What follows belongs to an exercise in optimizing a design on an open flow for small area, a short achievable clock period and few clock cycles per item; a production flow would make more cautious choices.
Power and IR drop assume default switching activity.

Setup of lane 1:
==> flow/design.v <==
`timescale 10ns / 100ps
module divider #
(
    parameter   [16:0] REGMASK = (17'b1_1111_1111_1101_0000)
)(
    input           i_rstn          ,
    input           i_sclk          ,
    input           i_input_valid   ,
    input   [15:0]  i_dividend      ,
    input   [15:0]  i_divisor       ,
    output          o_output_valid  ,
    output  [15:0]  o_quotient      ,
    output  [15:0]  o_remainder
);
    wire    [15:0]  w_rem [0:16];
    wire    [15:0]  w_aq  [0:16];    
    wire    [15:0]  w_dvs [0:16];
    wire    [16:0]  w_vld;
    wire    [15:0]  s_rem [0:16];
    wire    [15:0]  s_aq  [0:16];
    wire    [15:0]  s_dvs [0:16];
    wire    [16:0]  s_vld;
    assign w_rem[0] = 16'd0;
    assign w_aq[0]  = i_dividend;
    assign w_dvs[0] = i_divisor;
    assign w_vld[0] = i_input_valid;
    genvar k;
    generate for (k = 0; k <= 16; k = k + 1) begin : stage
        if (k >= 1) begin : row
            wire    [k-1:0] x  = (k == 1) ? s_aq[k-1][15] : {s_rem[k-1][k-2 >= 0 ? k-2 : 0:0], s_aq[k-1][15]};
            wire    [k-1:0] bl = s_dvs[k-1][k-1:0];
            localparam integer L = 7;                  
            wire    [k-1:0] gi = x & ~bl;            
            wire    [k-1:0] ti = x | ~bl;            
            wire    [k-1:0] gg [0:L];
            wire    [k-1:0] pp [0:L];
            assign gg[0] = {gi[k-1:1], 1'b1};
            assign pp[0] = {ti[(k > 1 ? k-2 : 0):0], 1'b0};
            genvar l, j;
            for (l = 0; l < L; l = l + 1) begin : lvl
                for (j = 0; j < k; j = j + 1) begin : bt
                    localparam integer s  = (l < 4) ? l : 6 - l;
                    localparam integer ok = (l < 4) ? ((j + 1) % (2 << s) == 0)
                                                    : ((j + 1) % (2 << s) == (1 << s) && j >= (2 << s));
                    if (ok) begin : comb
                        localparam integer m = j - (1 << s);
                        assign gg[l+1][j] = gg[l][j] | (pp[l][j] & gg[l][m]);
                        assign pp[l+1][j] = pp[l][j] & pp[l][m];
                    end else begin : pass
                        assign gg[l+1][j] = gg[l][j];
                        assign pp[l+1][j] = pp[l][j];
                    end
                end
            end
            wire    [k:0]   c  = {ti & gg[L], 1'b1};
            wire            hz = (k == 16) ? 1'b1 : ~|(s_dvs[k-1] >> k);
            wire            q  = hz & c[k];
            wire    [k-1:0] r  = x ^ ({k{q}} & ~(bl ^ c[k-1:0]));
            assign w_rem[k] = {{(16-k){1'b0}}, r};
            assign w_aq[k]  = {s_aq[k-1][14:0], q};
            assign w_dvs[k] = s_dvs[k-1];
            assign w_vld[k] = s_vld[k-1];
        end
        if (REGMASK[k]) begin : pipe
            reg         r_vld;
            reg [15:0]  r_aq;
            always @(posedge i_sclk or negedge i_rstn)
                if (!i_rstn) r_vld <= 1'b0;
                else         r_vld <= w_vld[k];
            always @(posedge i_sclk)
                r_aq <= w_aq[k];
            assign s_vld[k] = r_vld;
            assign s_aq[k]  = r_aq;
            if (k >= 1) begin : rem
                reg [k-1:0] r_rem;
                always @(posedge i_sclk)
                    r_rem <= w_rem[k][k-1:0];
                assign s_rem[k] = {{(16-k){1'b0}}, r_rem};
            end else begin : norem
                assign s_rem[k] = 16'd0;
            end
            if (k < 16) begin : dvs
                reg [15:0] r_dvs;
                always @(posedge i_sclk)
                    r_dvs <= w_dvs[k];
                assign s_dvs[k] = r_dvs;
            end else begin : nodvs
                assign s_dvs[k] = 16'd0;
            end
        end else begin : thru
            assign s_vld[k] = w_vld[k];
            assign s_aq[k]  = w_aq[k];
            assign s_rem[k] = w_rem[k];
            assign s_dvs[k] = w_dvs[k];
        end
    end
    endgenerate
    assign o_output_valid = s_vld[16];
    assign o_quotient     = s_aq[16];
    assign o_remainder    = s_rem[16];
endmodule
==> flow/config.mk <==
export PLATFORM = sky130hd
export DESIGN_NAME = divider
export DESIGN_NICKNAME = divider
export VERILOG_FILES = /design/flow/design.v
export SDC_FILE = /design/flow/constraint.sdc
export NUM_CORES = 4
export LEC_CHECK = 0
export ABC_AREA = 1
export CAP_MARGIN = 20
export CORE_MARGIN = 2
export CORE_UTILIZATION = 45
export CTS_CLUSTER_DIAMETER = 80
export CTS_CLUSTER_SIZE = 30
export PLACE_DENSITY = 0.6
export SETUP_SLACK_MARGIN = 3.3
export SLEW_MARGIN = 20
==> flow/constraint.sdc <==
create_clock -name core_clock -period 5.5 [get_ports {i_sclk}]
set_input_delay 1.1000 -clock core_clock [delete_from_list [all_inputs] [get_ports {i_sclk}]]
set_output_delay 1.1000 -clock core_clock [all_outputs]
set_load 0.01 [all_outputs]
standard.sh (not shown) runs the stock make flow with config.mk's settings and CLKGATE_MAP_FILE= SYNTH_SCRIPT=/design/flow/synth_recipe.tcl, a recipe that flattens the netlist after the stock synthesis.
==> flow/flow/run.sh <==
#!/bin/bash
# Standard synthesis, unchanged; then the standard layout with port buffers
# that the resizer may resize (no footprint matching).
set -e
bash standard.sh synth > synth.log 2>&1
bash standard.sh MATCH_CELL_FOOTPRINT=0 "BUFFER_PORTS_ARGS=-buffer_cell sky130_fd_sc_hd__buf_4" finish > layout.log 2>&1
Lane 1: flow completed, timing, DRC and antenna clean
Input-level comparison between lane 2 and lane 1:
--- a/flow/design.v
+++ b/flow/design.v
@@ -1,10 +1,10 @@
 `timescale 10ns / 100ps
 module divider #
 (
-    parameter   [16:0] REGMASK = (17'b1_1111_1111_1101_0000)
+    parameter   [16:0] REGMASK = (17'b1_1111_1111_1111_1110)
 )(
     input           i_rstn          ,
     input           i_sclk          ,
     input           i_input_valid   ,
     input   [15:0]  i_dividend      ,
     input   [15:0]  i_divisor       ,
Results
- Lane 2 ends up with lower global-route wire length before repair than lane 1 does.
- Lane 1 reports its master of the slowest instance on the critical path as sky130_fd_sc_hd__dfxtp_2 while lane 2 reports sky130_fd_sc_hd__dfrtp_1.
- Compared with lane 1, lane 2 shows a lower part of the cycle the worst path needs.
- Compared with lane 1, in lane 2 clock network power saw an increase; placed cell count saw an increase; count of non-filler cells in the finished layout saw an increase; number of standard cells after synthesis saw an increase; actual transition at the worst max-transition pin saw a decrease.
- Diff lane 1 -> lane 2: worst ir drop on vdd rose by 0.028 mV, overall die area rose by 21%.
- Lane 2 against lane 1: via count of the first global-routing pass has increased, peak fanout along the critical path has decreased, clock skew stayed essentially flat.
No run of this note included a check of the RTL's function; only the layout flow was run.

==> what the ideal ports hide <==
The results above use ideal ports. As a check the final layouts listed here were re-extracted and re-timed, cells and wires unchanged. Step 1: set_driving_cell puts a clkbuf_16 on i_sclk and a buf_2 on each other input, an assumption about the parent block. Step 2 also shifts input and output timing later by t, the mid clock arrival at the registers, as if the neighbouring blocks saw the same clock. Slacks: no drivers / after step 1 / after step 2; pairs: no drivers / after step 1.
| run | t, ns | setup WS [ns] | hold WS [ns] | worst data-port slew with drivers (ns) | cell pins on the clock port's net |
|---|---|---|---|---|---|
| lane 1 | 0.603 | 3.061 / 3.061 / 2.548 | 0.325 / 0.325 / 0.325 | 0.05 | 1 |
| lane 2 | 0.615 | 3.342 / 3.289 / 3.419 | 0.320 / 0.320 / 0.320 | 0.04 | 1 |
After both steps setup and hold are still met in every run listed. The setup slack of lane 1, which loses most, moves by 0.000 ns with the drivers and by -0.513 ns with both steps.
